Background: an optimization exercise with open tools, aiming at small area. Do not read the settings as production practice.
Function was checked by simulation only, so behaviour that the tests miss may differ from the original.
No driver is modelled on the clock port, so clocking that relies on it looks cheaper here than on a real chip.
Power and IR drop assume default switching activity.

==> flow/design.v <==
`timescale 1ns / 1ps
module stopwatch(
	input clk,
	input btns,
	input btnr,
	input sw0,
	input sw1,
	output [7:0] rish,
	output [3:0] an
	);
reg [3:0] h_r;  
wire [3:0] h = h_r ^ 4'b1010;
wire h_term = ~h[0] & h[1] & ~h[2];
wire h_fb = ~(h[3] ^ h[2]);
reg [6:0] m_r;  
wire [6:0] m = m_r ^ 7'b0101010;
wire m_wrap = ~m[0] & ~m[1] & ~m[2] & ~m[3] & m[6];
wire m_fb = ~(m[6] ^ m[1]);
wire m_term = h_term & m_wrap;
reg [12:0] a_r;  
wire [12:0] a = a_r ^ 13'b0101010101010;
wire a_term = ~a[0] & ~a[1] & ~a[2] & ~a[3] & a[4] & ~a[7] & ~a[9] & a[10] & a[11] & ~a[12];
wire a_fb = ~(a[12] ^ a[5]);
reg [11:0] b_r;  
wire [11:0] b = b_r ^ 12'b101010101010;
wire b_term = ~b[0] & ~b[1] & ~b[2] & b[3] & ~b[4] & ~b[5] & b[6] & ~b[7] & b[9] & b[11];
wire b_fb = ~(b[11] ^ b[10]);
localparam [3:0] P_T = 4'b0010;       
localparam [2:0] P_Q = 3'b000;       
localparam [2:0] P_M1 = 3'b000;
localparam [3:0] P_M0 = 4'b0000;
localparam [2:0] P_S1 = 3'b000;
localparam [3:0] P_S0 = 4'b0000;
localparam [1:0] P_A = 2'b00;       
localparam [3:0] P_D = 4'b0001;       
localparam P_B = 1'b0;             
reg [3:0] t_r;
wire clk_high = t_r[3] ^ P_T[3];
wire clk_mid  = t_r[2] ^ P_T[2];
wire clk_1hz  = t_r[1] ^ P_T[1];
wire clk_2hz  = t_r[0] ^ P_T[0];
always @(posedge clk) begin
	if (btns) begin
		h_r <= 4'b1010; m_r <= 7'b0101010; a_r <= 13'b0101010101010; b_r <= 12'b101010101010;
		t_r <= P_T;
	end else begin
		h_r <= (h_term ? 4'd0  : {h[2:0], h_fb}) ^ 4'b1010;
		m_r <= (m_wrap ? 7'd0 : {m[5:0], m_fb}) ^ 7'b0101010;
		a_r <= (a_term ? 13'd0 : {a[11:0], a_fb}) ^ 13'b0101010101010;
		b_r <= (b_term ? 12'd0 : {b[10:0], b_fb}) ^ 12'b101010101010;
		t_r <= {clk_high ^ h_term, clk_mid ^ m_term, clk_1hz ^ a_term, clk_2hz ^ b_term} ^ P_T;
	end
end
wire high_rise = h_term & ~clk_high;
reg count_clk_r;
wire count_clk = count_clk_r ^ P_Q[2];
wire clk_next = sw1 ? clk_2hz : clk_1hz;
always @(posedge clk)
	count_clk_r <= clk_next ^ P_Q[2];
wire count_rise = clk_next & ~count_clk;
reg [16:0] d_r;  
wire [16:0] d = d_r ^ 17'b01010101010101010;
reg btn_db_r, pause_r;
wire btn_db = btn_db_r ^ P_Q[1];
wire pause = pause_r ^ P_Q[0];
wire d_term = ~d[0] & ~d[1] & d[2] & d[4] & ~d[5] & ~d[6] & ~d[7] & d[9] & d[10] & d[11] & d[12] & d[15] & d[16];
wire d_fb = ~(d[16] ^ d[5]);
always @(posedge clk) begin
	if (btns || !btnr) begin
		d_r <= 17'b01010101010101010;
		btn_db_r <= P_Q[1];
	end else begin
		d_r <= {d[15:0], d_fb} ^ 17'b01010101010101010;
		btn_db_r <= (btn_db | d_term) ^ P_Q[1];
	end
end
always @(posedge clk) begin
	if (btns)
		pause_r <= P_Q[0];
	else
		pause_r <= (pause ^ (btnr & d_term & ~btn_db)) ^ P_Q[0];
end
reg [2:0] m1_r;
reg [3:0] m0_r;
reg [2:0] s1_r;
reg [3:0] s0_r;
wire [2:0] m1 = m1_r ^ P_M1;
wire [3:0] m0 = m0_r ^ P_M0;
wire [2:0] s1 = s1_r ^ P_S1;
wire [3:0] s0 = s0_r ^ P_S0;
wire s0_9 = s0[3] & s0[0];
wire s1_5 = s1[2] & s1[0];
wire m0_9 = m0[3] & m0[0];
wire m1_5 = m1[2] & m1[0];
wire tick = count_rise & ~pause;
wire inc_s = tick & (~sw1 | sw0);
wire inc_m = tick & (sw1 ? ~sw0 : (s0_9 & s1_5));
wire inc_s1 = inc_s & s0_9;
wire inc_m1 = inc_m & m0_9;
always @(posedge clk) begin
	if (btns) begin
		m1_r <= P_M1; m0_r <= P_M0; s1_r <= P_S1; s0_r <= P_S0;
	end else begin
		s0_r <= {s0[3] ^ (inc_s & s0[0] & (s0[3] | (s0[2] & s0[1]))),
		         s0[2] ^ (inc_s & s0[0] & s0[1]),
		         s0[1] ^ (inc_s & s0[0] & ~s0[3]),
		         s0[0] ^ inc_s} ^ P_S0;
		s1_r <= {s1[2] ^ (inc_s1 & s1[0] & (s1[2] | s1[1])),
		         s1[1] ^ (inc_s1 & s1[0] & ~s1[2]),
		         s1[0] ^ inc_s1} ^ P_S1;
		m0_r <= {m0[3] ^ (inc_m & m0[0] & (m0[3] | (m0[2] & m0[1]))),
		         m0[2] ^ (inc_m & m0[0] & m0[1]),
		         m0[1] ^ (inc_m & m0[0] & ~m0[3]),
		         m0[0] ^ inc_m} ^ P_M0;
		m1_r <= {m1[2] ^ (inc_m1 & m1[0] & (m1[2] | m1[1])),
		         m1[1] ^ (inc_m1 & m1[0] & ~m1[2]),
		         m1[0] ^ inc_m1} ^ P_M1;
	end
end
reg [1:0] anode_state_r;  
reg [3:0] digit_r;        
reg blank_r;              
wire [1:0] anode_state = anode_state_r ^ P_A;
wire [3:0] digit = digit_r ^ P_D;
wire blank = blank_r ^ P_B;
reg [3:0] next_digit;
always @(*)
	case (anode_state)
		2'd0: next_digit = {1'b0, m1};
		2'd1: next_digit = m0;
		2'd2: next_digit = {1'b0, s1};
		default: next_digit = s0;
	endcase
always @(posedge clk) begin
	if (btns) begin
		anode_state_r <= P_A;
		digit_r <= P_D;
		blank_r <= ~P_B;
	end else if (high_rise) begin
		anode_state_r <= {anode_state[1] ^ anode_state[0], ~anode_state[0]} ^ P_A;
		digit_r <= next_digit ^ P_D;
		blank_r <= (clk_mid & sw1 & (anode_state[1] ? sw0 : ~sw0)) ^ P_B;
	end
end
assign an[3] = blank | (anode_state != 2'd1);
assign an[2] = blank | (anode_state != 2'd2);
assign an[1] = blank | (anode_state != 2'd3);
assign an[0] = blank | (anode_state != 2'd0);
wire A = digit[3], B = digit[2], C = digit[1], D = digit[0];
assign rish[0] = ~(A | C | (B & D) | (~B & ~D));
assign rish[1] = ~(~B | (~C & ~D) | (C & D));
assign rish[2] = ~(B | ~C | D);
assign rish[3] = ~(A | (~B & ~D) | (~B & C) | (C & ~D) | (B & ~C & D));
assign rish[4] = ~((~B & ~D) | (C & ~D));
assign rish[5] = ~(A | (~C & ~D) | (B & ~C) | (B & ~D));
assign rish[6] = ~(A | (~B & C) | (B & ~C) | (C & ~D));
assign rish[7] = 1'b1;
endmodule
==> flow/flow/run.sh <==
#!/bin/bash
# ORFS layout through the standard.sh, with these changes:
#  - synthesis maps logic with an area-only ABC script (flow/abc_area.script), so the
#    ORFS scripts are used from a private copy that holds that script, and it leaves
#    half adders to ABC (no ADDER_MAP_FILE) instead of mapping them to ha cells first,
#    and it puts no buffer between the constant cell and the output it drives;
#  - ports are buffered with sky130_fd_sc_hd__buf_1;
#  - the clock tree uses clkbuf_4 buffers and no dummy loads; flow/post_cts.tcl
#    upsizes the clock buffers whose flip-flop clock pins see a high slew.
# Each tool's output stays in its own log in orfs/logs/; all make prints goes to flow.log.
set -euo pipefail
here=$(pwd)
rm -rf "$here/scripts"
cp -r "$FLOW_HOME/scripts" "$here/scripts"
cp "$here/flow/abc_area.script" "$here/scripts/abc_area.script"
export SCRIPTS_DIR="$here/scripts"
export ADDER_MAP_FILE=
export SYNTH_INSBUF=0
export BUFFER_PORTS_ARGS="-buffer_cell sky130_fd_sc_hd__buf_1"
export CTS_ARGS="-sink_clustering_enable -repair_clock_nets -dont_use_dummy_load -buf_list sky130_fd_sc_hd__clkbuf_4"
export POST_CTS_TCL="$here/flow/post_cts.tcl"
bash standard.sh > flow.log 2>&1
==> flow/flow/abc_area.script <==
strash
dc2
dc2
dch -f
amap
topo
==> flow/flow/post_cts.tcl <==
set limit [expr {[info exists ::env(CLK_SLEW_TARGET)] ? $::env(CLK_SLEW_TARGET) : 0.115}]
estimate_parasitics -placement
set upsized 0
foreach inst [get_cells -quiet clkbuf_*] {
  set out [get_pins -quiet [get_name $inst]/X]
  if {$out eq ""} { continue }
  set worst 0
  foreach p [get_pins -quiet -of_objects [get_nets -of_objects $out]] {
    if {[get_property $p direction] ne "input"} { continue }
    if {[string match "*/CLK" [get_full_name $p]]} {
      set s [get_property $p slew_max]
      if {$s > $worst} { set worst $s }
    }
  }
  if {$worst > $limit} {
    replace_cell $inst sky130_fd_sc_hd__clkbuf_8
    incr upsized
  }
}
puts "post_cts: upsized $upsized clock buffers"
detailed_placement
estimate_parasitics -placement
==> flow/standard.sh <==
#!/bin/bash
# synth_recipe.tcl (not shown) runs the flow's synth.tcl, then flattens the netlist and writes it again
# the make line also repeats each setting of config.mk as NAME=value (left out here)
make -C /OpenROAD-flow-scripts/flow DESIGN_CONFIG=/design/flow/config.mk WORK_HOME=/design/flow/orfs CLKGATE_MAP_FILE= SYNTH_SCRIPT=/design/flow/synth_recipe.tcl "${@:-finish}"
==> flow/config.mk <==
export PLATFORM = sky130hd
export DESIGN_NAME = stopwatch
export DESIGN_NICKNAME = stopwatch
export VERILOG_FILES = /design/flow/design.v
export SDC_FILE = /design/flow/constraint.sdc
export NUM_CORES = 4
export LEC_CHECK = 0
export ABC_AREA = 1
export CAP_MARGIN = 20
export CORE_MARGIN = 2
export CORE_UTILIZATION = 80
export SLEW_MARGIN = 20
==> flow/constraint.sdc <==
create_clock -name core_clock -period 10.0 [get_ports {clk}]
set_input_delay 2.0000 -clock core_clock [delete_from_list [all_inputs] [get_ports {clk}]]
set_output_delay 2.0000 -clock core_clock [all_outputs]
set_load 0.01 [all_outputs]
==> results of run 1 <==
cell type report:
class                      instances  area [µm²]
fill                             127       249.0
clock buffer                       9       80.08
inverter                          24       90.09
tap                               44       55.05
timing repair buffer              16       63.81
sequential                        81        1622
multi-input combinational        188       918.4
cells by family after synthesis:
| logic type | count (synthesis) |
|---|---|
| AO/OA/AOI/OAI | 49 |
| buffers and inverters | 24 |
| flip-flops | 81 |
| other | 1 |
| AND/OR/NAND/NOR | 138 |
power groups by stage:
| stage | combinational [mW] | sequential (mW) | clock (mW) |
|---|---|---|---|
| floorplan | 0.0144 | 0.338 | 0 |
| global placement | 0.0214 | 0.339 | 0 |
| detailed placement | 0.0229 | 0.339 | 0 |
| global route | 0.0261 | 0.333 | 0.157 |
| finish | 0.0243 | 0.333 | 0.147 |
through the flow:
stage	instances	utilization [%]	area, µm²	setup WS (ns)
global route	362	91.91	2829	5.961
floorplan	293	-	2630	6.602
global placement	353	89.31	2749	6.266
finish	362	91.91	2829	6.133
detailed placement	353	89.31	2749	6.002
worst max-delay path: stages:
cell and delay (ns):
buf_1 0.19, clkinv_1 0.15, o22ai_1 0.23, nor3b_1 0.29
o21ai_0 0.23, nor3_1 0.43, nand2_1 0.19, nor2_1 0.22
o21ai_0 0.11, a21oi_1 0.16
cells in the final DEF, fill, tap and decap left out, types with 2 or more instances in the layout:
master,instances
a211oi_1,10
nand4_1,2
nor2_1,61
clkinv_1,24
a2111oi_0,2
nor4_1,2
nand2_1,42
nand4b_1,2
o2111ai_1,2
and2_0,2
buf_1,15
dfxtp_1,81
a221oi_1,3
o21ai_0,13
a21oi_1,13
nor3_1,13
o22ai_1,2
clkbuf_4,7
nand3_1,6
clkbuf_8,2
per-layer routing:
layer / vias up / wire length, µm
li1: 1039 / -
met1: 1075 / 2449
met2: 213 / 3471
met3: 55 / 725
met4: 0 / 450
met5: - / 0
worst max-delay path by stage:
stage,start,end,slack [ns]
after floorplan,sw1,m1_r[1],6.60
after detailed placement,sw1,s1_r[1],6.00
after global placement,sw1,m1_r[1],6.27
final,sw1,s1_r[1],6.13
after global routing,sw1,s1_r[1],5.96
registers in the layout (all words and copies together), names as in the netlist:
| signal | count |
|---|---|
| anode_state_r | 2 |
| blank_r | 1 |
| pause_r | 1 |
| count_clk_r | 1 |
| digit_r | 4 |
| m0_r | 4 |
| a_r | 13 |
| btn_db_r | 1 |
| d_r | 17 |
| t_r | 4 |
| s0_r | 4 |
| m1_r | 3 |
| s1_r | 3 |
| m_r | 7 |
| b_r | 12 |
| h_r | 4 |
==> impl_metrics.csv, run 1 <==
group,metric,value,unit
worst_setup_path,path_max_fanout,4,
logic_synthesis,synth_nets,298,
die,die_area,3762,µm²
logic_synthesis,ys_async_sr_fraction,0,%
clock_network,clkSlewWorstSetupHoldPaths,0.10,ns
die,core_area,3078,µm²
placement,dp_hpwl,4095,µm
worst_setup_path,ff2ff_setup_slack,7.57,ns
global_route,grt_max_degree,29,
logic_synthesis,synth_top_family_by_area,"simple AND/OR/NAND/NOR gates",
worst_setup_path,r2r-start,"b_r[2]",
logic_synthesis,ys_ff_latch,81,
final_layout,syn_to_final_growth,7.564,%
power,p_per_area,178.2,nW/µm²
power,power_frac_comb,4.8,%
global_route,grt_pass1_wl,10990,µm
global_route,antenna_found_initial,0,
logic_synthesis,synth-edff-count,0,
detailed_routing,routed-via-count,2382,
logic_synthesis,synth_xor_area_share,0,%
logic_synthesis,synth_cell_types,30,
logic_synthesis,yosysSeqAreaShare,61.66,%
logic_synthesis,synth_top_area_share,61.66,%
detailed_routing,drt_iter0_drc,295,
global_route,gr-usage-met2,70.67,%
final_layout,final_layout_size_suffix_gt1_share,3.145,%
logic_synthesis,synthMostInstantiatedCell,"dfxtp_1",
worst_setup_path,r2r_cells,5,
clock_network,cts_tree,"done",
timing,final-hold-violation-count,0,
placement,gp_congestion,0.8581,
detailed_routing,drt-total-wl,7096,µm
worst_setup_path,endpoint_kind,"flop",
logic_synthesis,synth_mux_area_share,0,%
clock_network,insertion_delay,0.42,ns
timing,tns,0,ns
run_status,status,"timing/DRC/antenna clean",
logic_synthesis,yosys-top-cells-count,"dfxtp_1, nor2_1, nand2_1, clkinv_1",
power,p_leak,0.9745,nW
timing,fin_crit_sh,38.67,%
worst_setup_path,arrival,4.20,ns
timing,whs,0.3795,ns
detailed_routing,dr.pass1.iters,5,
placement,port_buffers,15,
power,p_sw,0.1189,mW
worst_setup_path,critPathKind,"input port to flop",
detailed_routing,via_per_inst,6.580,
global_route,grt_pass1_vias,2230,
final_layout,diodes,0,
worst_setup_path,r2r_end,"b_r[0]",
power,p_sw_share,23.59,%
logic_synthesis,synth-simple-area-share,22.93,%
power,finalPower,0.5040,mW
timing,tightestPinTransition,0.9044,ns
job,drv_cap,0,
logic_synthesis,synthCells,293,
timing,rsz0062_at_grt,"false",
timing,maxSlewViolCount,0,
logic_synthesis,dominantRegCellSynth,"dfxtp_1",
power,pwr-share-clk,29.2,%
logic_synthesis,synth_area_per_cell,8.976,µm²
power,ir_worst_vdd,0.1398,mV
die,die_h,61.34,µm
detailed_routing,ant_nets,0,
global_route,track_usage,42.24,%
worst_setup_path,cp.required,10.33,ns
global_route,use_met1,47.66,%
timing,fmax,258.6,MHz
global_route,top_usage_layer,"met2",
hold_path,hold_depth,1,
clock_network,clock_sinks,81,
die,die_x,61.34,µm
timing,clock_skew,0.03446,ns
logic_synthesis,syn_area,2630,µm²
hold_path,min_from,"d_r[14]",
timing,relSlewSlack,38.86,%
hold_path,hp-class,"flop to flop",
power,pwr-share-seq,66.0,%
hold_path,hold_end,"d_r[15]",
detailed_routing,wl_per_cell,19.60,µm
final_layout,fin_nets,325,
global_route,grt_overflow,0,
logic_synthesis,synth_compound_area_share,11.85,%
die,initial_core_util,85.45,%
die,ios,17,
logic_synthesis,synth-adder-area-share,0,%
logic_synthesis,yosysWarnings,1,
detailed_routing,drc,0,
timing,setup_violations,0,
die,row_count,20,
logic_synthesis,netlist_top_cells_area,"dfxtp_1, nor2_1, nand2_1, clkinv_1, a211oi_1",
power,p_int,0.3851,mW
logic_synthesis,synth_area_leader_cell,"dfxtp_1",
worst_setup_path,crit_path_start_kind,"input port",
timing,finalCriticalPeriod,3.867,ns
global_route,met3_usage,11.13,%
==> inputs of run 2 (changes only) <==
--- a/flow/flow/run.sh
+++ b/flow/flow/run.sh
@@ -5,9 +5,6 @@
 #    half adders to ABC (no ADDER_MAP_FILE) instead of mapping them to ha cells first,
 #    and it puts no buffer between the constant cell and the output it drives;
 #  - ports are buffered with sky130_fd_sc_hd__buf_1;
-#  - the clock tree uses clkbuf_4 buffers and no dummy loads; flow/post_cts.tcl
-#    upsizes the clock buffers whose flip-flop clock pins see a high slew.
-# Each tool's output stays in its own log in orfs/logs/; all make prints goes to flow.log.
 set -euo pipefail
 here=$(pwd)
 rm -rf "$here/scripts"
==> flow/flow/post_cts.tcl (replaced) <==
set limit [expr {[info exists ::env(CLK_SLEW_TARGET)] ? $::env(CLK_SLEW_TARGET) : 0.115}]
set sizes {sky130_fd_sc_hd__clkbuf_1 sky130_fd_sc_hd__clkbuf_2 sky130_fd_sc_hd__clkbuf_4 sky130_fd_sc_hd__clkbuf_8 sky130_fd_sc_hd__clkbuf_16}
proc worst_clk_pin {} {
  set w 0; set wp ""
  foreach p [get_pins -hierarchical */CLK] {
    set s [get_property $p slew_max]
    if {$s > $w} { set w $s; set wp $p }
  }
  return [list $w $wp]
}
proc worst_clk_slew {} { return [lindex [worst_clk_pin] 0] }
estimate_parasitics -placement
# leaves first, then the root
set bufs [concat [get_cells -quiet clkbuf_*__f_*] [get_cells -quiet clkbuf_0_*]]
foreach inst $bufs { replace_cell $inst sky130_fd_sc_hd__clkbuf_8 }
estimate_parasitics -placement
foreach inst $bufs {
  foreach cell $sizes {
    replace_cell $inst $cell
    estimate_parasitics -placement
    if {[worst_clk_slew] <= $limit} { break }
  }
}
# legalize, then upsize the buffer that drives the worst pin until the target holds again
for {set i 0} {$i < 12} {incr i} {
  detailed_placement
  estimate_parasitics -placement
  lassign [worst_clk_pin] w wp
  if {$w <= $limit} { break }
  set drv ""
  foreach p [get_pins -quiet -of_objects [get_nets -of_objects $wp]] {
    if {[get_property $p direction] eq "output"} { set drv [get_cells -of_objects $p] }
  }
  if {$drv eq ""} { break }
  set cur [get_property $drv ref_name]
  set k [lsearch $sizes $cur]
  if {$k < 0 || $k + 1 >= [llength $sizes]} { break }
  replace_cell $drv [lindex $sizes [expr {$k + 1}]]
}
foreach inst $bufs { puts "post_cts: [get_name $inst] [get_property $inst ref_name]" }
puts "post_cts: worst clock pin slew [worst_clk_slew]"
==> run 2 against run 1 <==
Via count fell by 2.4%. Utilization is 0.081 points lower. Combinational power hardly changed. Die area unchanged. Sequential power barely moved. First-iteration DRC count is 9.8% higher. Clock skew decreased by 0.0011 ns. Synthesized cell count stayed put. Wire length shrank 3.9%.
==> impl_metrics.csv, run 2 <==
group,metric,value,unit
power,pwr-share-clk,28.9,%
placement,gp_congestion,0.8581,
worst_setup_path,critPathKind,"flop to primary output",
timing,setup_violations,0,
detailed_routing,wl_per_cell,18.84,µm
final_layout,mostFrequentLayoutCells,"dfxtp_1, nor2_1, nand2_1",
logic_synthesis,yosys-top-cells-count,"dfxtp_1, nor2_1, nand2_1, clkinv_1",
worst_setup_path,cpMostUsedCell,"clkinv_1",
power,pwr-share-seq,66.2,%
final_layout,regMostFlops,"d_r",
die,die_h,61.34,µm
placement,place_ws,6.002,ns
logic_synthesis,synth_top_area_share,61.66,%
placement,port_buffers,15,
worst_setup_path,path_max_fanout,5,
final_layout,largest_reg_flops,17,
global_route,grt_max_degree,29,
global_route,track_usage,40.40,%
logic_synthesis,synth_nets,298,
global_route,antenna_found_initial,0,
logic_synthesis,synth_area_leader_cell,"dfxtp_1",
timing,fin_crit_sh,38.69,%
timing,postLayoutSetupSlackWorst,6.131,ns
timing,maxSlewViolCount,0,
final_layout,final_layout_size_suffix_gt1_share,3.145,%
die,die_x,61.34,µm
logic_synthesis,synth-edff-count,0,
detailed_routing,ant_nets,0,
power,p_sw_share,23.85,%
power,p_leak,0.9740,nW
worst_setup_path,endpoint_kind,"primary output",
detailed_routing,drt-total-wl,6819,µm
power,p_sw,0.1197,mW
logic_synthesis,synthCells,293,
global_route,grt_pass1_vias,2129,
final_layout,fin_nets,325,
worst_setup_path,crit_chain,"clkinv_1 > o21ai_0 > clkinv_1 > nor3_1 > buf_1",
job,drv_cap,0,
worst_setup_path,crit_path_start_kind,"flop",
logic_synthesis,synthMostInstantiatedCell,"dfxtp_1",
clock_network,clkSlewWorstSetupHoldPaths,0.10,ns
clock_network,insertion_delay,0.52,ns
power,ir_worst_vdd,0.1389,mV
hold_path,hp-class,"flop to flop",
worst_setup_path,cp.required,8.00,ns
logic_synthesis,yosysWarnings,1,
logic_synthesis,synth_area_per_cell,8.976,µm²
detailed_routing,routed-via-count,2326,
die,initial_core_util,85.45,%
detailed_routing,dr.pass1.iters,6,
clock_network,cts_tree,"done",
run_status,status,"timing/DRC/antenna clean",
worst_setup_path,cpMaxStageDelayCell,"dfxtp_1",
die,core_area,3078,µm²
timing,relSlewSlack,39.58,%
timing,final-hold-violation-count,0,
timing,finalCriticalPeriod,3.869,ns
timing,rsz0062_at_grt,"false",
detailed_routing,drt_iter0_drc,324,
global_route,grt_overflow,0,
power,power_frac_comb,4.8,%
final_layout,mostFrequentLayoutCell,"dfxtp_1",
logic_synthesis,syn_area,2630,µm²
logic_synthesis,synth_cell_types,30,
final_layout,diodes,0,
power,p_int,0.3823,mW
final_layout,reg_top3,"d_r (17), a_r (13), b_r (12)",
worst_setup_path,arrival,1.87,ns
timing,tns,0,ns
final_layout,syn_to_final_growth,7.469,%
detailed_routing,via_per_inst,6.425,
die,die_area,3762,µm²
power,p_per_area,177.6,nW/µm²
die,row_count,20,
timing,fmax,258.5,MHz
clock_network,clock_sinks,81,
die,ios,17,
logic_synthesis,ys_async_sr_fraction,0,%
global_route,grt_pass1_wl,10450,µm
timing,clock_skew,0.03338,ns
logic_synthesis,netlist_top_cells_area,"dfxtp_1, nor2_1, nand2_1, clkinv_1, a211oi_1",
logic_synthesis,ys_ff_latch,81,
timing,tightestPinTransition,0.8937,ns
logic_synthesis,dominantRegCellSynth,"dfxtp_1",
detailed_routing,drc,0,
worst_setup_path,cpPeakStageDelay,0.38,ns
placement,dp_hpwl,4095,µm
logic_synthesis,yosysSeqAreaShare,61.66,%
==> run 2: cell count changes in the layout (fill, tap and decap cells not counted) <==
cell	change
clkbuf_2	+1
clkbuf_4	-1
==> run 2: path summary, 6_finish.rpt <==
path,start,cells past startpoint,end,slack (ns)
max,digit_r[1],5,rish[5],6.13
min,d_r[14],1,d_r[15],0.38
max reg2reg,b_r[2],5,b_r[0],7.54
min reg2reg,d_r[14],1,d_r[15],0.38
==> run 2: kinds of logic after synthesis <==
kind of cell	synth area share, %
buffers and inverters	3.425
DFF	61.66
other	0.1426
and+or+nand+nor	22.93
AOI/OAI and AO/OA	11.85
==> run 2: final cells by class <==
cell class / instances / area (µm²)
Multi-Input combinational cell: 188 / 918.4
Tap cell: 44 / 55.05
Inverter: 24 / 90.09
Timing Repair Buffer: 16 / 63.81
Sequential cell: 81 / 1622
Fill cell: 129 / 251.5
Clock buffer: 9 / 77.57
==> run 2: through the flow <==
| step | utilization [%] | instance area [µm²] | total power [mW] | cells | hold slack [ns] |
|---|---|---|---|---|---|
| 2_1_floorplan | - | 2630 | 0.3527 | 293 | 0.3434 |
| 3_3_place_gp | 89.31 | 2749 | 0.3603 | 353 | 0.3443 |
| 3_5_place_dp | 89.31 | 2749 | 0.3622 | 353 | 0.3528 |
| 5_1_grt | 91.83 | 2826 | 0.5137 | 362 | 0.3954 |
| 6_report | 91.83 | 2826 | 0.5020 | 362 | 0.3766 |
==> run 2: critical path, delay by kind of cell (launching register included) <==
family                 cells  cell delay, ns
AND/OR/NAND/NOR            1            0.24
AO/OA/AOI/OAI              1            0.26
flip-flops                 1            0.38
buffers and inverters      3            0.48
==> run 2: power groups by stage <==
stage | sequential (mW) | clock [mW] | combinational (mW)
after global placement | 0.339 | 0 | 0.0214
after floorplan | 0.338 | 0 | 0.0144
after detailed placement | 0.339 | 0 | 0.0229
final | 0.332 | 0.145 | 0.0243
after global routing | 0.333 | 0.155 | 0.0261
==> run 2: layer usage <==
metal	share of wire, %	wire length, µm	vias to the layer above	GRT usage [%]
li1	-	-	1047	-
met1	35	2369	1025	44.43
met2	49	3367	198	69.91
met3	9.8	669	56	11.76
met4	6.1	413	0	22.49
met5	0	0	-	0
==> inputs of run 3 (changes only) <==
--- a/flow/design.v
+++ b/flow/design.v
@@ -8,29 +8,33 @@
 	output [7:0] rish,
 	output [3:0] an
 	);
-reg [3:0] h_r;  
-wire [3:0] h = h_r ^ 4'b1010;
-wire h_term = ~h[0] & h[1] & ~h[2];
-wire h_fb = ~(h[3] ^ h[2]);
-reg [6:0] m_r;  
-wire [6:0] m = m_r ^ 7'b0101010;
-wire m_wrap = ~m[0] & ~m[1] & ~m[2] & ~m[3] & m[6];
-wire m_fb = ~(m[6] ^ m[1]);
+localparam [3:0] L_H = 4'h5;
+reg [3:0] h_r;
+wire [3:0] h = h_r ^ L_H;
+wire h_term = h[0] & h[1] & h[2];
+wire h_fb = h[3] ^ h[0];
+localparam [6:0] L_M = 7'h55;
+reg [6:0] m_r;
+wire [6:0] m = m_r ^ L_M;
+wire m_wrap = m[0] & ~m[1] & ~m[2] & m[3] & ~m[6];
+wire m_fb = ~(m[6] ^ m[5]);
 wire m_term = h_term & m_wrap;
-reg [12:0] a_r;  
-wire [12:0] a = a_r ^ 13'b0101010101010;
-wire a_term = ~a[0] & ~a[1] & ~a[2] & ~a[3] & a[4] & ~a[7] & ~a[9] & a[10] & a[11] & ~a[12];
+localparam [12:0] L_A = 13'haaa;
+reg [12:0] a_r;
+wire [12:0] a = a_r ^ L_A;
+wire a_term = a[0] & a[2] & ~a[3] & a[4] & ~a[6] & a[7] & ~a[8] & ~a[9] & a[11] & a[12];
 wire a_fb = ~(a[12] ^ a[5]);
-reg [11:0] b_r;  
-wire [11:0] b = b_r ^ 12'b101010101010;
-wire b_term = ~b[0] & ~b[1] & ~b[2] & b[3] & ~b[4] & ~b[5] & b[6] & ~b[7] & b[9] & b[11];
-wire b_fb = ~(b[11] ^ b[10]);
-localparam [3:0] P_T = 4'b0010;       
-localparam [2:0] P_Q = 3'b000;       
+localparam [11:0] L_B = 12'h555;
+reg [11:0] b_r;
+wire [11:0] b = b_r ^ L_B;
+wire b_term = ~b[0] & b[1] & ~b[2] & b[3] & b[4] & ~b[5] & b[7] & ~b[8] & b[10] & ~b[11];
+wire b_fb = b[11] ^ b[10];
+localparam [3:0] P_T = 4'b0000;       
+localparam [2:0] P_Q = 3'b100;       
 localparam [2:0] P_M1 = 3'b000;
-localparam [3:0] P_M0 = 4'b0000;
+localparam [3:0] P_M0 = 4'b0011;
 localparam [2:0] P_S1 = 3'b000;
-localparam [3:0] P_S0 = 4'b0000;
+localparam [3:0] P_S0 = 4'b0001;
 localparam [1:0] P_A = 2'b00;       
 localparam [3:0] P_D = 4'b0001;       
 localparam P_B = 1'b0;             
@@ -41,13 +45,13 @@
 wire clk_2hz  = t_r[0] ^ P_T[0];
 always @(posedge clk) begin
 	if (btns) begin
-		h_r <= 4'b1010; m_r <= 7'b0101010; a_r <= 13'b0101010101010; b_r <= 12'b101010101010;
+		h_r <= 0; m_r <= 0; a_r <= 0; b_r <= 0;
 		t_r <= P_T;
 	end else begin
-		h_r <= (h_term ? 4'd0  : {h[2:0], h_fb}) ^ 4'b1010;
-		m_r <= (m_wrap ? 7'd0 : {m[5:0], m_fb}) ^ 7'b0101010;
-		a_r <= (a_term ? 13'd0 : {a[11:0], a_fb}) ^ 13'b0101010101010;
-		b_r <= (b_term ? 12'd0 : {b[10:0], b_fb}) ^ 12'b101010101010;
+		h_r <= h_term ? 4'd0  : {h[2:0], h_fb} ^ L_H;
+		m_r <= m_wrap ? 7'd0  : {m[5:0], m_fb} ^ L_M;
+		a_r <= a_term ? 13'd0 : {a[11:0], a_fb} ^ L_A;
+		b_r <= b_term ? 12'd0 : {b[10:0], b_fb} ^ L_B;
 		t_r <= {clk_high ^ h_term, clk_mid ^ m_term, clk_1hz ^ a_term, clk_2hz ^ b_term} ^ P_T;
 	end
 end
@@ -58,19 +62,20 @@
 always @(posedge clk)
 	count_clk_r <= clk_next ^ P_Q[2];
 wire count_rise = clk_next & ~count_clk;
-reg [16:0] d_r;  
-wire [16:0] d = d_r ^ 17'b01010101010101010;
+localparam [16:0] L_D = 17'h15555;
+reg [16:0] d_r;
+wire [16:0] d = d_r ^ L_D;
 reg btn_db_r, pause_r;
 wire btn_db = btn_db_r ^ P_Q[1];
 wire pause = pause_r ^ P_Q[0];
-wire d_term = ~d[0] & ~d[1] & d[2] & d[4] & ~d[5] & ~d[6] & ~d[7] & d[9] & d[10] & d[11] & d[12] & d[15] & d[16];
-wire d_fb = ~(d[16] ^ d[5]);
+wire d_term = d[0] & d[1] & d[2] & d[3] & d[5] & d[7] & ~d[8] & d[9] & ~d[10] & ~d[11] & ~d[12] & d[14] & d[16];
+wire d_fb = d[16] ^ d[10];
 always @(posedge clk) begin
 	if (btns || !btnr) begin
-		d_r <= 17'b01010101010101010;
+		d_r <= 0;
 		btn_db_r <= P_Q[1];
 	end else begin
-		d_r <= {d[15:0], d_fb} ^ 17'b01010101010101010;
+		d_r <= {d[15:0], d_fb} ^ L_D;
 		btn_db_r <= (btn_db | d_term) ^ P_Q[1];
 	end
 end
--- a/flow/config.mk
+++ b/flow/config.mk
@@ -8,5 +8,5 @@
 export ABC_AREA = 1
 export CAP_MARGIN = 20
 export CORE_MARGIN = 2
-export CORE_UTILIZATION = 80
+export CORE_UTILIZATION = 84
 export SLEW_MARGIN = 20
==> run 3 against run 2 <==
Still clean on timing, DRC and antenna. Clock skew shrank 0.011 ns. Via count shrank 5.9%. Cell count shrank 5.8%. Fmax shrank 1.5%. Total power grew 9.2%. Sequential cell count is the same. Hold slack lost 0.0037 ns. First-iteration DRC count shrank 40%. Critical path type unchanged. Critical endpoint is now rish[0]. Largest cell class unchanged. Largest power group unchanged.
==> impl_metrics.csv, run 3 <==
group,metric,value,unit
run_status,status,"timing/DRC/antenna clean",
timing,rsz0062_at_grt,"false",
die,initial_core_util,87.00,%
die,row_count,20,
timing,fmax,254.6,MHz
clock_network,clock_sinks,81,
final_layout,fin_nets,315,
final_layout,fillers,112,
logic_synthesis,synthCells,283,
final_layout,final_layout_size_suffix_gt1_share,2.922,%
timing,fin_crit_sh,39.27,%
worst_setup_path,arrival,1.93,ns
worst_setup_path,critPathKind,"flop to primary output",
global_route,grt_max_degree,24,
die,die_area,3572,µm²
global_route,track_usage,36.58,%
placement,dp_hpwl,4019,µm
timing,tns,0,ns
logic_synthesis,synthMostInstantiatedCell,"nor2_1",
final_layout,seq_area,1622,µm²
logic_synthesis,yosysSeqAreaShare,62.07,%
final_layout,regMostFlops,"d_r",
global_route,grt_overflow,0,
detailed_routing,wl_per_cell,17.96,µm
worst_setup_path,cpPeakStageDelay,0.54,ns
logic_synthesis,synth-edff-count,0,
worst_setup_path,path_max_fanout,5,
placement,gp_congestion,0.8915,
timing,final-hold-violation-count,0,
timing,tightestPinTransition,0.6936,ns
logic_synthesis,dominantRegCellSynth,"dfxtp_1",
final_layout,diodes,0,
detailed_routing,routed-via-count,2189,
job,drv_cap,0,
worst_setup_path,crit_family,"compound AO/OA/AOI/OAI gates",
die,die_h,59.77,µm
die,die_x,59.77,µm
logic_synthesis,netlist_top_cells_area,"dfxtp_1, nor2_1, a211oi_1, clkinv_1, nand2_1",
logic_synthesis,yosys-top-cells-count,"nor2_1, dfxtp_1, clkinv_1, nand2_1, a211oi_1",
logic_synthesis,synth_nets,288,
logic_synthesis,syn_area,2613,µm²
worst_setup_path,crit_path_start_kind,"flop",
die,core_area,3003,µm²
power,ir_worst_vdd,0.1535,mV
worst_setup_path,endpoint_kind,"primary output",
clock_network,cts_tree,"done",
global_route,grt_pass1_wl,9370,µm
timing,postLayoutSetupSlackWorst,6.073,ns
final_layout,mostFrequentLayoutCell,"nor2_1",
detailed_routing,drt-total-wl,6123,µm
power,p_leak,1.043,nW
timing,setup_violations,0,
logic_synthesis,synth_cell_types,30,
final_layout,multiInputGateArea,915.9,µm²
timing,finalCriticalPeriod,3.927,ns
detailed_routing,ant_nets,0,
logic_synthesis,synth_top_area_share,62.07,%
detailed_routing,drc,0,
logic_synthesis,ys_ff_latch,81,
logic_synthesis,yosysWarnings,1,
final_layout,stdcell_area,2781,µm²
detailed_routing,drt_iter0_drc,193,
power,p_per_area,197.0,nW/µm²
clock_network,clkSlewWorstSetupHoldPaths,0.12,ns
worst_setup_path,cpMaxStageDelayCell,"a2111oi_0",
logic_synthesis,synth_area_per_cell,9.231,µm²
final_layout,largest_reg_flops,17,
final_layout,syn_to_final_growth,6.466,%
final_layout,reg_top3,"d_r (17), a_r (13), b_r (12)",
placement,place_area,2718,µm²
detailed_routing,via_per_inst,6.419,
logic_synthesis,synth_area_leader_cell,"dfxtp_1",
timing,relSlewSlack,53.76,%
placement,port_buffers,15,
worst_setup_path,cp.required,8.00,ns
final_layout,mostFrequentLayoutCells,"nor2_1, dfxtp_1, clkinv_1",
worst_setup_path,critical_path_buf_inv_count,2,
timing,clock_skew,0.02233,ns
logic_synthesis,ys_async_sr_fraction,0,%
timing,maxSlewViolCount,0,
hold_path,hp-class,"flop to flop",
detailed_routing,dr.pass1.iters,5,
placement,place_ws,6.296,ns
worst_setup_path,crit_chain,"clkinv_1 > a2111oi_0 > buf_1",
global_route,antenna_found_initial,0,
die,ios,17,
global_route,grt_pass1_vias,2039,
clock_network,insertion_delay,0.68,ns
-- run 3: metrics by stage --
step / total power, mW / util, % / std cells / hold slack, ns
after detailed placement: 0.4201 / 90.50 / 332 / 0.3726
after floorplan: 0.3995 / - / 283 / 0.3682
final: 0.5480 / 92.63 / 341 / 0.3730
after global routing: 0.5674 / 92.63 / 341 / 0.3902
after global placement: 0.4148 / 90.50 / 332 / 0.3698
-- run 3: worst register-to-register path: cells and delay by family (launching register included) --
kind,cells,cell delay [ns]
simple gates,6,1.23
flops,1,0.41
compound gates,2,0.39
-- run 3: logic make-up (layout without fill, tap and decap cells) --
family	after synthesis	count (layout)	synth area share, %
other	1	1	0.1435
buffers and inverters	20	45	2.873
DFF	81	81	62.07
and+or+nand+nor	131	131	21.60
AOI/OAI and AO/OA	50	50	13.31
-- run 3: worst paths after layout --
check / start / end / slack [ns] / cells after the start
max: digit_r[2] / rish[0] / 6.07 / 3
min: m_r[4] / m_r[5] / 0.37 / 1
max reg2reg: t_r[1] / s0_r[3] / 7.88 / 8
min reg2reg: m_r[4] / m_r[5] / 0.37 / 1
-- run 3: where the power goes --
group	internal, mW	switching, mW	total (mW)
sequential	0.344	0.0159	0.360
clock	0.0381	0.0934	0.131
combinational	0.0180	0.0382	0.0562
total	0.401	0.147	0.548
-- run 3: routing by layer --
layer | vias up | wire length (µm) | track usage, %
li1 | 1024 | - | -
met1 | 997 | 2366 | 40.97
met2 | 127 | 3042 | 64.13
met3 | 41 | 375 | 7.359
met4 | 0 | 339 | 20.63
met5 | - | 0 | 0
-- run 3: area by class of cell --
class | count | share of cell area, %
multi-input cells | 182 | 32.93
flip-flops and latches | 81 | 58.30
inverters | 20 | 2.699
well taps | 33 | 1.484
clock buffers | 9 | 2.294
repair buffers | 16 | 2.294
==> inputs of run 4 (changes only) <==
--- a/flow/config.mk
+++ b/flow/config.mk
@@ -8,5 +8,6 @@
 export ABC_AREA = 1
 export CAP_MARGIN = 20
 export CORE_MARGIN = 2
-export CORE_UTILIZATION = 84
+export CORE_UTILIZATION = 80
+export GPL_TIMING_DRIVEN = 0
 export SLEW_MARGIN = 20
==> run 4 against run 3 <==
Still clean on timing, DRC and antenna. Via count shrank 5.3%. Clock skew shrank 0.0062 ns. Total power down 0.79%. Non-clock buffer count decreased by 1. Sequential share of layout area decreased by 0.16 points. Critical path type unchanged. Critical endpoint is now rish[3]. Largest cell class unchanged.
==> impl_metrics.csv, run 4 <==
group,metric,value,unit
timing,final-hold-violation-count,0,
worst_setup_path,crit_path_start_kind,"flop",
worst_setup_path,crit_family,"compound AO/OA/AOI/OAI gates",
logic_synthesis,synthMostInstantiatedCell,"nor2_1",
die,initial_core_util,84.88,%
final_layout,mostFrequentLayoutCells,"nor2_1, dfxtp_1, clkinv_1",
worst_setup_path,cp.required,8.00,ns
detailed_routing,drt_iter0_drc,187,
worst_setup_path,r2r_cells,9,
worst_setup_path,arrival,1.71,ns
hold_path,hold_depth,1,
power,finalPower,0.5437,mW
final_layout,fillers,132,
logic_synthesis,synth_area_per_cell,9.231,µm²
die,ios,17,
die,die_h,61.15,µm
worst_setup_path,path_max_fanout,5,
final_layout,fin_util,90.61,%
die,die_x,61.15,µm
timing,tightestPinTransition,1.079,ns
final_layout,fin_nets,314,
logic_synthesis,synth_top_family_by_area,"simple AND/OR/NAND/NOR gates",
global_route,grt_max_degree,24,
detailed_routing,ant_nets,0,
detailed_routing,met3_length,363,µm
global_route,grt_overflow,0,
placement,port_buffers,15,
timing,finalCriticalPeriod,3.712,ns
logic_synthesis,synth_cell_types,30,
clock_network,cts_tree,"done",
hold_path,hold_end,"d_r[16]",
timing,maxSlewViolCount,0,
detailed_routing,met1_length,2131,µm
logic_synthesis,ys_async_sr_fraction,0,%
logic_synthesis,synthCells,283,
global_route,grt_pass1_wl,8535,µm
global_route,antenna_found_initial,0,
final_layout,diodes,0,
logic_synthesis,synth-edff-count,0,
timing,clock_skew,0.01614,ns
worst_setup_path,cpPeakStageDelay,0.36,ns
detailed_routing,drc,0,
logic_synthesis,synth_compound_area_share,13.31,%
detailed_routing,dr.pass1.iters,5,
logic_synthesis,dominantRegCellSynth,"dfxtp_1",
logic_synthesis,ys_ff_latch,81,
final_layout,final_layout_size_suffix_gt1_share,2.932,%
power,p_leak,1.041,nW
placement,dp.cells,342,
clock_network,insertion_delay,0.48,ns
die,core_area,3078,µm²
timing,postLayoutSetupSlackWorst,6.288,ns
worst_setup_path,cpMostUsedCell,"clkinv_1",
worst_setup_path,r2r-start,"t_r[1]",
detailed_routing,wl_per_cell,15.11,µm
logic_synthesis,syn_area,2613,µm²
timing,relSlewSlack,28.06,%
logic_synthesis,synth_top_area_share,62.07,%
logic_synthesis,synth_nets,288,
worst_setup_path,endpoint_kind,"primary output",
logic_synthesis,synth-simple-area-share,21.60,%
logic_synthesis,synth_xor_area_share,0,%
detailed_routing,met2_length,2648,µm
logic_synthesis,yosysSeqAreaShare,62.07,%
detailed_routing,drt-total-wl,5302,µm
worst_setup_path,ff2ff_setup_slack,7.98,ns
worst_setup_path,cpMaxStageDelayCell,"dfxtp_1",
placement,place_ws,5.817,ns
global_route,track_usage,32.58,%
timing,fin_crit_sh,37.12,%
timing,tns,0,ns
global_route,grt_pass1_vias,1885,
timing,setup_violations,0,
final_layout,regMostFlops,"d_r",
timing,fmax,269.4,MHz
logic_synthesis,synth_area_leader_cell,"dfxtp_1",
logic_synthesis,synth_mux_area_share,0,%
final_layout,largest_reg_flops,17,
final_layout,final_cells,351,
job,drv_cap,0,
final_layout,syn_to_final_growth,6.753,%
placement,gp_congestion,0.8751,
worst_setup_path,crit_chain,"clkinv_1 > o21ai_0 > clkinv_1 > a211oi_1 > buf_1",
power,p_per_area,194.9,nW/µm²
timing,rsz0062_at_grt,"false",
worst_setup_path,critPathKind,"flop to primary output",
hold_path,min_from,"d_r[15]",
logic_synthesis,netlist_top_cells_area,"dfxtp_1, nor2_1, a211oi_1, clkinv_1, nand2_1",
worst_setup_path,critical_path_buf_inv_count,3,
final_layout,reg_top3,"d_r (17), a_r (13), b_r (12)",
clock_network,clock_sinks,81,
clock_network,clkSlewWorstSetupHoldPaths,0.10,ns
logic_synthesis,synth-adder-area-share,0,%
placement,dp_hpwl,3495,µm
die,row_count,20,
detailed_routing,routed.top_layer,"met4",
run_status,status,"timing/DRC/antenna clean",
worst_setup_path,r2r_end,"m1_r[1]",
detailed_routing,via_per_inst,5.903,
detailed_routing,routed-via-count,2072,
die,die_area,3739,µm²
logic_synthesis,yosys-top-cells-count,"nor2_1, dfxtp_1, clkinv_1, nand2_1, a211oi_1",
logic_synthesis,yosysWarnings,1,
power,ir_worst_vdd,0.1468,mV
final_layout,mostFrequentLayoutCell,"nor2_1",
hold_path,hp-class,"flop to flop",
-- run 4: cell types whose count changed in the layout (fill, tap and decap cells not counted) --
| cell | previous run | this run |
|---|---|---|
| buf_4 | 1 | 0 |
| clkbuf_1 | 1 | 0 |
| clkbuf_2 | 0 | 1 |
-- run 4: how the worst max path moves through the flow --
stage | startpoint | cells after the start | endpoint | slack, ns
global placement | btns | 4 | d_r[2] | 5.93
floorplan | sw1 | 10 | m1_r[1] | 6.69
detailed placement | btns | 4 | d_r[13] | 5.82
global route | digit_r[2] | 5 | rish[3] | 6.05
finish | digit_r[2] | 5 | rish[3] | 6.29
-- run 4: final cells by class --
class                      instances  area, µm²  area share [%]
multi-input combinational        182      915.9           32.84
sequential                        81       1622           58.14
inverter                          20      75.07           2.692
tap                               44      55.05           1.974
timing repair buffer              15      56.30           2.019
clock buffer                       9      65.06           2.333
-- run 4: logic make-up after synthesis --
logic type | Yosys count
other cells | 1
buf+inv | 20
flops | 81
simple gates | 131
compound gates | 50
-- run 4: per-stage QoR --
step | cell area [µm²] | hold WS (ns)
floorplan | 2613 | 0.3682
global placement | 2724 | 0.3690
detailed placement | 2724 | 0.3790
global route | 2789 | 0.3839
finish | 2789 | 0.3953
-- run 4: routing by layer --
layer,global-route usage (%),vias up
li1,-,1018
met1,37.41,934
met2,54.56,101
met3,12.39,19
met4,13.66,0
met5,0,-
-- run 4: report_power, final --
| part | internal (mW) | leakage [nW] | switching, mW | total [mW] |
|---|---|---|---|---|
| combinational | 0.0177 | 0.330 | 0.0362 | 0.0540 |
| clock | 0.0393 | 0.0410 | 0.0912 | 0.131 |
| sequential | 0.344 | 0.670 | 0.0148 | 0.359 |
| total | 0.401 | 1.04 | 0.142 | 0.544 |
==> inputs of run 5 (changes only) <==
--- a/flow/config.mk
+++ b/flow/config.mk
@@ -9,5 +9,4 @@
 export CAP_MARGIN = 20
 export CORE_MARGIN = 2
 export CORE_UTILIZATION = 80
-export GPL_TIMING_DRIVEN = 0
 export SLEW_MARGIN = 20
==> run 5 against run 4 <==
Setup slack got worse by 0.025 ns. Still clean. Global-route usage up 0.59 points. Largest cell class unchanged. Sequential cell count is the same. Clock skew is 0.0047 ns higher. Combinational power up 1%.
==> impl_metrics.csv, run 5 <==
group,metric,value,unit
timing,tns,0,ns
logic_synthesis,synth_nets,288,
final_layout,stdcell_area,2796,µm²
final_layout,syn_to_final_growth,7.040,%
detailed_routing,dr.pass1.iters,5,
worst_setup_path,r2r_end,"m1_r[1]",
worst_setup_path,r2r_cells,9,
logic_synthesis,syn_area,2613,µm²
worst_setup_path,crit_path_start_kind,"flop",
final_layout,reg_top3,"d_r (17), a_r (13), b_r (12)",
timing,clock_skew,0.02088,ns
placement,port_buffers,15,
detailed_routing,drc,0,
worst_setup_path,arrival,1.74,ns
logic_synthesis,ys_async_sr_fraction,0,%
final_layout,fillers,138,
detailed_routing,drt_iter0_drc,178,
hold_path,hold_end,"a_r[2]",
timing,finalCriticalPeriod,3.737,ns
worst_setup_path,cpMaxStageDelayCell,"dfxtp_1",
final_layout,largest_reg_flops,17,
timing,setup_violations,0,
clock_network,insertion_delay,0.48,ns
global_route,grt_pass1_vias,2024,
logic_synthesis,yosys-top-cells-count,"nor2_1, dfxtp_1, clkinv_1, nand2_1, a211oi_1",
detailed_routing,routed-via-count,2151,
worst_setup_path,endpoint_kind,"primary output",
detailed_routing,wl_per_cell,15.53,µm
logic_synthesis,synth_top_area_share,62.07,%
worst_setup_path,cpPeakStageDelay,0.38,ns
global_route,grt_overflow,0,
logic_synthesis,synth_area_leader_cell,"dfxtp_1",
power,p_leak,1.046,nW
job,drv_cap,0,
power,ir_worst_vdd,0.1604,mV
logic_synthesis,synth_area_per_cell,9.231,µm²
clock_network,clock_sinks,81,
logic_synthesis,netlist_top_cells_area,"dfxtp_1, nor2_1, a211oi_1, clkinv_1, nand2_1",
die,ios,17,
logic_synthesis,synthMostInstantiatedCell,"nor2_1",
placement,dp_hpwl,3892,µm
timing,fin_crit_sh,37.37,%
final_layout,fin_nets,315,
logic_synthesis,synthCells,283,
placement,gp_congestion,0.8661,
detailed_routing,ant_nets,0,
logic_synthesis,synth-edff-count,0,
final_layout,diodes,0,
die,die_area,3739,µm²
clock_network,cts_tree,"done",
global_route,antenna_found_initial,0,
global_route,grt_max_degree,24,
timing,fmax,267.6,MHz
timing,maxSlewViolCount,0,
final_layout,mostFrequentLayoutCells,"nor2_1, dfxtp_1, clkinv_1",
placement,place_area,2731,µm²
logic_synthesis,synth_cell_types,30,
die,initial_core_util,84.88,%
worst_setup_path,cpMostUsedCell,"clkinv_1",
run_status,status,"timing/DRC/antenna clean",
hold_path,min_from,"a_r[1]",
worst_setup_path,crit_chain,"clkinv_1 > o21ai_0 > clkinv_1 > a211oi_1 > buf_1",
worst_setup_path,path_max_fanout,5,
detailed_routing,drt-total-wl,5468,µm
logic_synthesis,yosysSeqAreaShare,62.07,%
final_layout,regMostFlops,"d_r",
power,p_per_area,195.1,nW/µm²
final_layout,final_layout_size_suffix_gt1_share,3.247,%
worst_setup_path,ff2ff_setup_slack,7.85,ns
worst_setup_path,critPathKind,"flop to primary output",
worst_setup_path,r2r-start,"s1_r[2]",
timing,tightestPinTransition,0.6451,ns
die,row_count,20,
timing,relSlewSlack,56.99,%
logic_synthesis,dominantRegCellSynth,"dfxtp_1",
logic_synthesis,yosysWarnings,1,
die,die_x,61.15,µm
die,core_area,3078,µm²
global_route,track_usage,33.17,%
detailed_routing,via_per_inst,6.111,
timing,final-hold-violation-count,0,
final_layout,mostFrequentLayoutCell,"nor2_1",
logic_synthesis,ys_ff_latch,81,
die,die_h,61.15,µm
hold_path,hold_depth,1,
hold_path,hp-class,"flop to flop",
timing,rsz0062_at_grt,"false",
worst_setup_path,cp.required,8.00,ns
worst_setup_path,crit_start,"digit_r[2]",
global_route,grt_pass1_wl,8769,µm
clock_network,clkSlewWorstSetupHoldPaths,0.11,ns
-- run 5: cell count changes in the layout (fill, tap and decap cells not counted), sizes merged --
cell and delta:
buf +1
-- run 5: worst max-delay path by stage --
stage / to / slack (ns) / depth (start not counted)
5_1_grt: rish[3] / 6.09 / 5
2_1_floorplan: m1_r[1] / 6.69 / 10
6_report: rish[3] / 6.26 / 5
3_5_place_dp: m1_r[1] / 6.22 / 10
3_3_place_gp: m1_r[1] / 6.44 / 10
-- run 5: cells by family (layout without fill, tap and decap cells) --
kind of cell	after synthesis	count (layout)	synth area share, %
DFF	81	81	62.07
other	1	1	0.1435
and+or+nand+nor	131	131	21.60
AOI/OAI and AO/OA	50	50	13.31
buffers and inverters	20	45	2.873
-- run 5: per-stage QoR --
step	setup slack [ns]	utilization, %	cells	power [mW]	hold WS [ns]
floorplan	6.689	-	283	0.3995	0.3682
global placement	6.436	88.74	343	0.4144	0.3687
detailed placement	6.216	88.74	343	0.4200	0.3725
global route	6.090	90.85	352	0.5687	0.3961
finish	6.263	90.85	352	0.5456	0.3634
-- run 5: final cells by class --
cell class / instances / area (µm²) / area share, %
timing repair buffer: 16 / 63.81 / 2.282
tap: 44 / 55.05 / 1.969
sequential: 81 / 1622 / 57.99
multi-input combinational: 182 / 915.9 / 32.75
inverter: 20 / 75.07 / 2.685
clock buffer: 9 / 65.06 / 2.327
-- run 5: layer usage --
metal  vias to the layer above  track usage (%)  wire [µm]
li1                       1021                -          -
met1                      1001            34.98       2136
met2                       106            56.99       2802
met3                        23            11.55        334
met4                         0            19.57        195
met5                         -                0          0
-- run 5: where the power goes --
group | total [mW] | leakage (nW) | switching, mW | internal, mW
Combinational | 0.0547 | 0.335 | 0.0367 | 0.0180
Sequential | 0.359 | 0.670 | 0.0145 | 0.344
Clock | 0.132 | 0.0410 | 0.0926 | 0.0393
Total | 0.546 | 1.05 | 0.144 | 0.402
-- run 5: critical path: cells and delay by family, from the launching register on --
kind            cells  cell delay (ns)
compound gates      2             0.45
buf+inv             3             0.42
flops               1             0.38
==> inputs of run 6 (changes only) <==
--- a/flow/design.v
+++ b/flow/design.v
@@ -32,7 +32,7 @@
 localparam [3:0] P_T = 4'b0000;       
 localparam [2:0] P_Q = 3'b100;       
 localparam [2:0] P_M1 = 3'b000;
-localparam [3:0] P_M0 = 4'b0011;
+localparam [3:0] P_M0 = 4'b0010;
 localparam [2:0] P_S1 = 3'b000;
 localparam [3:0] P_S0 = 4'b0001;
 localparam [1:0] P_A = 2'b00;       
--- a/flow/config.mk
+++ b/flow/config.mk
@@ -9,4 +9,6 @@
 export CAP_MARGIN = 20
 export CORE_MARGIN = 2
 export CORE_UTILIZATION = 80
+export GPL_TIMING_DRIVEN = 0
+export PLACE_DENSITY = 0.9
 export SLEW_MARGIN = 20
==> run 6 against run 5 <==
Wire length increased by 4.1%. Fmax fell by 2.3%. Utilization down 0.24 points. Via count fell by 1.1%. Critical endpoint is now an[1]. Largest cell class unchanged. Largest power group unchanged.
==> impl_metrics.csv, run 6 <==
group,metric,value,unit
die,die_x,61.11,µm
timing,tightestPinTransition,0.9860,ns
clock_network,clock_sinks,81,
logic_synthesis,ys_ff_latch,81,
timing,relSlewSlack,34.27,%
power,ir_worst_vdd,0.1939,mV
final_layout,diodes,0,
detailed_routing,ant_nets,0,
detailed_routing,dr.pass1.iters,6,
run_status,status,"timing/DRC/antenna clean",
detailed_routing,via_per_inst,6.095,
worst_setup_path,cp.required,8.00,ns
power,p_per_area,196.6,nW/µm²
detailed_routing,drt-total-wl,5690,µm
timing,whs,0.3968,ns
timing,final-hold-violation-count,0,
timing,tns,0,ns
timing,maxSlewViolCount,0,
die,core_area,3078,µm²
die,ios,17,
logic_synthesis,synth_area_leader_cell,"dfxtp_1",
placement,place_ws,5.899,ns
logic_synthesis,netlist_top_cells_area,"dfxtp_1, nor2_1, a211oi_1, clkinv_1, nand2_1",
global_route,grt_pass1_wl,9087,µm
detailed_routing,drt_iter0_drc,143,
logic_synthesis,yosysWarnings,1,
timing,fin_crit_sh,38.27,%
global_route,track_usage,34.68,%
clock_network,cts_tree,"done",
final_layout,final_cells,349,
global_route,grt_overflow,0,
final_layout,fillers,134,
power,finalPower,0.5482,mW
logic_synthesis,synth_area_per_cell,9.284,µm²
final_layout,mostFrequentLayoutCells,"nor2_1, dfxtp_1, clkinv_1",
final_layout,final_layout_size_suffix_gt1_share,2.951,%
placement,port_buffers,15,
final_layout,fin_nets,312,
detailed_routing,drc,0,
die,row_count,20,
logic_synthesis,syn_area,2609,µm²
hold_path,hp-class,"flop to flop",
logic_synthesis,synth-edff-count,0,
clock_network,insertion_delay,0.50,ns
logic_synthesis,dominantRegCellSynth,"dfxtp_1",
timing,postLayoutSetupSlackWorst,6.173,ns
logic_synthesis,yosys-top-cells-count,"dfxtp_1, nor2_1, clkinv_1, nand2_1, a211oi_1",
final_layout,reg_top3,"d_r (17), a_r (13), b_r (12)",
power,p_leak,1.038,nW
timing,clock_skew,0.04414,ns
logic_synthesis,synthCells,281,
logic_synthesis,synth_top_area_share,62.16,%
worst_setup_path,critPathKind,"flop to primary output",
job,drv_cap,0,
final_layout,regMostFlops,"d_r",
final_layout,largest_reg_flops,17,
timing,rsz0062_at_grt,"false",
die,die_h,61.11,µm
logic_synthesis,synth_nets,286,
detailed_routing,wl_per_cell,16.30,µm
final_layout,syn_to_final_growth,6.906,%
die,die_area,3734,µm²
timing,finalCriticalPeriod,3.827,ns
global_route,grt_pass1_vias,2071,
placement,place_area,2720,µm²
detailed_routing,routed-via-count,2127,
final_layout,fin_util,90.61,%
logic_synthesis,yosysSeqAreaShare,62.16,%
final_layout,stdcell_area,2789,µm²
die,initial_core_util,84.76,%
timing,setup_violations,0,
placement,dp_hpwl,3913,µm
placement,gp_congestion,0.8618,
timing,fmax,261.3,MHz
worst_setup_path,arrival,1.83,ns
global_route,antenna_found_initial,0,
clock_network,clkSlewWorstSetupHoldPaths,0.10,ns
worst_setup_path,endpoint_kind,"primary output",
logic_synthesis,synth_cell_types,32,
logic_synthesis,ys_async_sr_fraction,0,%
placement,dp.cells,340,
worst_setup_path,path_max_fanout,9,
worst_setup_path,crit_path_start_kind,"flop",
global_route,grt_max_degree,23,
## run 6: where the power goes
part	total [mW]	switching [mW]	internal (mW)
Sequential	0.359	0.0151	0.344
Clock	0.132	0.0910	0.0415
Combinational	0.0563	0.0381	0.0181
Total	0.548	0.144	0.404
## run 6: routing by layer
layer | vias to the layer above | wire [µm] | GRT usage (%)
met4 | 0 | 199 | 16.77
met5 | - | 0 | 0
met2 | 76 | 3038 | 62.92
li1 | 1014 | - | -
met1 | 1016 | 2133 | 34.85
met3 | 21 | 318 | 12.61
## run 6: cell type report
type                            instances  area (µm²)  area share (%)
Multi-Input combinational cell        182       919.6           32.97
Inverter                               18       67.56           2.423
Timing Repair Buffer                   15       56.30           2.019
Tap cell                               44       55.05           1.974
Sequential cell                        81        1622           58.14
Clock buffer                            9       68.82           2.467
## run 6: cells by family (layout without fill, tap and decap cells)
logic type / count (synthesis) / after routing / share of synthesized area, %
AOI/OAI and AO/OA: 54 / 54 / 13.86
xor gates and xnor gates: 1 / 1 / 0.3358
buffers and inverters: 18 / 42 / 2.590
DFF: 81 / 81 / 62.16
other: 1 / 1 / 0.1437
and+or+nand+nor: 126 / 126 / 20.91
## run 6: critical path: stages, from the launching register on
cell      delay, ns
dfxtp_1        0.46
clkinv_1       0.29
nor2_1         0.38
nand2_1        0.09
buf_1          0.13
## run 6: final timing paths
kind,from,slack [ns],depth (start not counted),endpoint
setup / recovery,anode_state_r[1],6.17,4,an[1]
hold reg to reg,b_r[6],0.40,1,b_r[7]
hold / removal,b_r[6],0.40,1,b_r[7]
setup reg to reg,t_r[0],7.86,10,m1_r[2]
==> inputs of run 7 (changes only) <==
--- a/flow/config.mk
+++ b/flow/config.mk
@@ -10,5 +10,4 @@
 export CORE_MARGIN = 2
 export CORE_UTILIZATION = 80
 export GPL_TIMING_DRIVEN = 0
-export PLACE_DENSITY = 0.9
 export SLEW_MARGIN = 20
==> run 7 against run 6 <==
Synthesized cell count is the same. Global-route usage is the same. Total power is the same. Area after synthesis is the same. Design area is the same. First-iteration DRC count is the same. Critical path type unchanged. Largest power group unchanged. Highest routed layer unchanged.
==> impl_metrics.csv, run 7 <==
group,metric,value,unit
final_layout,final_layout_size_suffix_gt1_share,2.951,%
timing,relSlewSlack,34.27,%
logic_synthesis,synth_top_family_by_area,"simple AND/OR/NAND/NOR gates",
timing,fin_crit_sh,38.27,%
clock_network,clock_sinks,81,
global_route,track_usage,34.68,%
worst_setup_path,crit_path_start_kind,"flop",
placement,dp.cells,340,
logic_synthesis,synth-simple-area-share,20.91,%
logic_synthesis,synthCells,281,
final_layout,reg_top3,"d_r (17), a_r (13), b_r (12)",
logic_synthesis,yosys-top-cells-count,"dfxtp_1, nor2_1, clkinv_1, nand2_1, a211oi_1",
detailed_routing,drt-total-wl,5690,µm
timing,maxSlewViolCount,0,
detailed_routing,wl_per_cell,16.30,µm
final_layout,regMostFlops,"d_r",
timing,whs,0.3968,ns
timing,postLayoutSetupSlackWorst,6.173,ns
logic_synthesis,yosysSeqAreaShare,62.16,%
placement,dp_hpwl,3913,µm
logic_synthesis,synth-adder-area-share,0,%
logic_synthesis,synth_xor_area_share,0.3357,%
timing,tightestPinTransition,0.9860,ns
power,pwr-share-clk,24.2,%
job,drv_cap,0,
clock_network,cts_tree,"done",
timing,final-hold-violation-count,0,
final_layout,fin_util,90.61,%
logic_synthesis,netlist_top_cells_area,"dfxtp_1, nor2_1, a211oi_1, clkinv_1, nand2_1",
die,initial_core_util,84.76,%
placement,gp_congestion,0.8618,
logic_synthesis,synth_top_area_share,62.16,%
final_layout,syn_to_final_growth,6.906,%
logic_synthesis,synth_compound_area_share,13.86,%
power,finalPower,0.5482,mW
global_route,grt_pass1_wl,9087,µm
power,p_sw_share,26.30,%
die,die_x,61.11,µm
power,p_per_area,196.6,nW/µm²
placement,place_ws,5.899,ns
power,p_sw,0.1442,mW
timing,fmax,261.3,MHz
hold_path,hp-class,"flop to flop",
worst_setup_path,cp.required,8.00,ns
power,pwr-share-seq,65.6,%
power,ir_worst_vdd,0.1939,mV
placement,port_buffers,15,
die,core_area,3078,µm²
detailed_routing,dr.pass1.iters,6,
logic_synthesis,synth_mux_area_share,0,%
power,p_leak,1.038,nW
global_route,antenna_found_initial,0,
logic_synthesis,synth-edff-count,0,
logic_synthesis,synth_area_per_cell,9.284,µm²
final_layout,final_cells,349,
logic_synthesis,synth_cell_types,32,
placement,place_area,2720,µm²
clock_network,insertion_delay,0.50,ns
logic_synthesis,synth_area_leader_cell,"dfxtp_1",
worst_setup_path,critPathKind,"flop to primary output",
detailed_routing,routed-via-count,2127,
power,power_frac_comb,10.3,%
timing,rsz0062_at_grt,"false",
worst_setup_path,path_max_fanout,9,
logic_synthesis,yosysWarnings,1,
global_route,grt_overflow,0,
logic_synthesis,ys_ff_latch,81,
die,row_count,20,
die,die_h,61.11,µm
timing,clock_skew,0.04414,ns
worst_setup_path,arrival,1.83,ns
die,ios,17,
global_route,grt_max_degree,23,
clock_network,clkSlewWorstSetupHoldPaths,0.10,ns
power,p_int,0.4040,mW
timing,setup_violations,0,
final_layout,fin_nets,312,
logic_synthesis,synth_nets,286,
detailed_routing,via_per_inst,6.095,
worst_setup_path,endpoint_kind,"primary output",
run_status,status,"timing/DRC/antenna clean",
final_layout,mostFrequentLayoutCells,"nor2_1, dfxtp_1, clkinv_1",
final_layout,diodes,0,
detailed_routing,ant_nets,0,
detailed_routing,drt_iter0_drc,143,
die,die_area,3734,µm²
final_layout,stdcell_area,2789,µm²
logic_synthesis,ys_async_sr_fraction,0,%
global_route,grt_pass1_vias,2071,
timing,tns,0,ns
logic_synthesis,syn_area,2609,µm²
detailed_routing,drc,0,
final_layout,largest_reg_flops,17,
logic_synthesis,dominantRegCellSynth,"dfxtp_1",
timing,finalCriticalPeriod,3.827,ns
[run 7: cell counts after synthesis]
No cell type changed its count.
[run 7: path summary, 6_finish.rpt]
| kind | from | end | slack [ns] | depth (start not counted) |
|---|---|---|---|---|
| hold reg to reg | b_r[6] | b_r[7] | 0.40 | 1 |
| setup reg to reg | t_r[0] | m1_r[2] | 7.86 | 10 |
| hold / removal | b_r[6] | b_r[7] | 0.40 | 1 |
| setup / recovery | anode_state_r[1] | an[1] | 6.17 | 4 |
[run 7: area by class of cell]
type                    instances  area [µm²]
flip-flops and latches         81        1622
repair buffers                 15       56.30
well taps                      44       55.05
clock buffers                   9       68.82
inverters                      18       67.56
fillers                       134       289.0
multi-input cells             182       919.6
[run 7: worst max-delay path, stage by stage (launching register included)]
cell and delay [ns]:
dfxtp_1 0.46, clkinv_1 0.29, nor2_1 0.38, nand2_1 0.09, buf_1 0.13
[run 7: power by group through the flow]
| stage | Sequential, mW | Clock [mW] | Combinational (mW) |
|---|---|---|---|
| 3_3_place_gp | 0.364 | 0 | 0.0514 |
| 2_1_floorplan | 0.361 | 0 | 0.0388 |
| 5_1_grt | 0.362 | 0.144 | 0.0634 |
| 6_report | 0.359 | 0.132 | 0.0563 |
| 3_5_place_dp | 0.366 | 0 | 0.0551 |
[run 7: layer usage]
metal | global-route usage [%] | part of all wire, % | vias up
met3 | 12.61 | 5.6 | 21
met5 | 0 | 0 | -
met4 | 16.77 | 3.5 | 0
met1 | 34.85 | 37 | 1016
li1 | - | - | 1014
met2 | 62.92 | 53 | 76
[run 7: logic make-up (layout without fill, tap and decap cells)]
family	count (synthesis)	count (layout)
simple gates	126	126
flops	81	81
compound gates	54	54
buf+inv	18	42
other cells	1	1
xor+xnor	1	1

==> port drivers added, routing unchanged <==
No port has a modelled driver above. Below, the same layouts with a new extraction and two added sets of constraints. Step 1, drivers: a clkbuf_16 drives clk and a buf_2 each remaining input, both assumed. Step 2 moves the port delays by t, midway between the first and last clock arrival at a register: inputs arrive t later, outputs are due t later. That takes back most of the time a late clock gives input paths. Slacks: ideal ports / drivers / drivers and shift; pairs: ideal ports / drivers.
run	t (ns)	setup slack, ns	worst slew at a driven data input, ns
run 1	0.433	6.133 / 6.128 / 5.695	0.03
run 2	0.525	6.131 / 6.105 / 5.804	0.03
run 3	0.691	6.073 / 6.052 / 6.111	0.03
run 4	0.493	6.288 / 6.266 / 5.804	0.03
run 5	0.495	6.263 / 6.237 / 6.063	0.04
run 6	0.502	6.173 / 6.150 / 5.773	0.03
run 7	0.502	6.173 / 6.150 / 5.773	0.03
After both steps setup and hold are still met in every run listed. The setup slack of run 4, which loses most, moves by -0.022 ns with the drivers and by -0.484 ns with both steps.
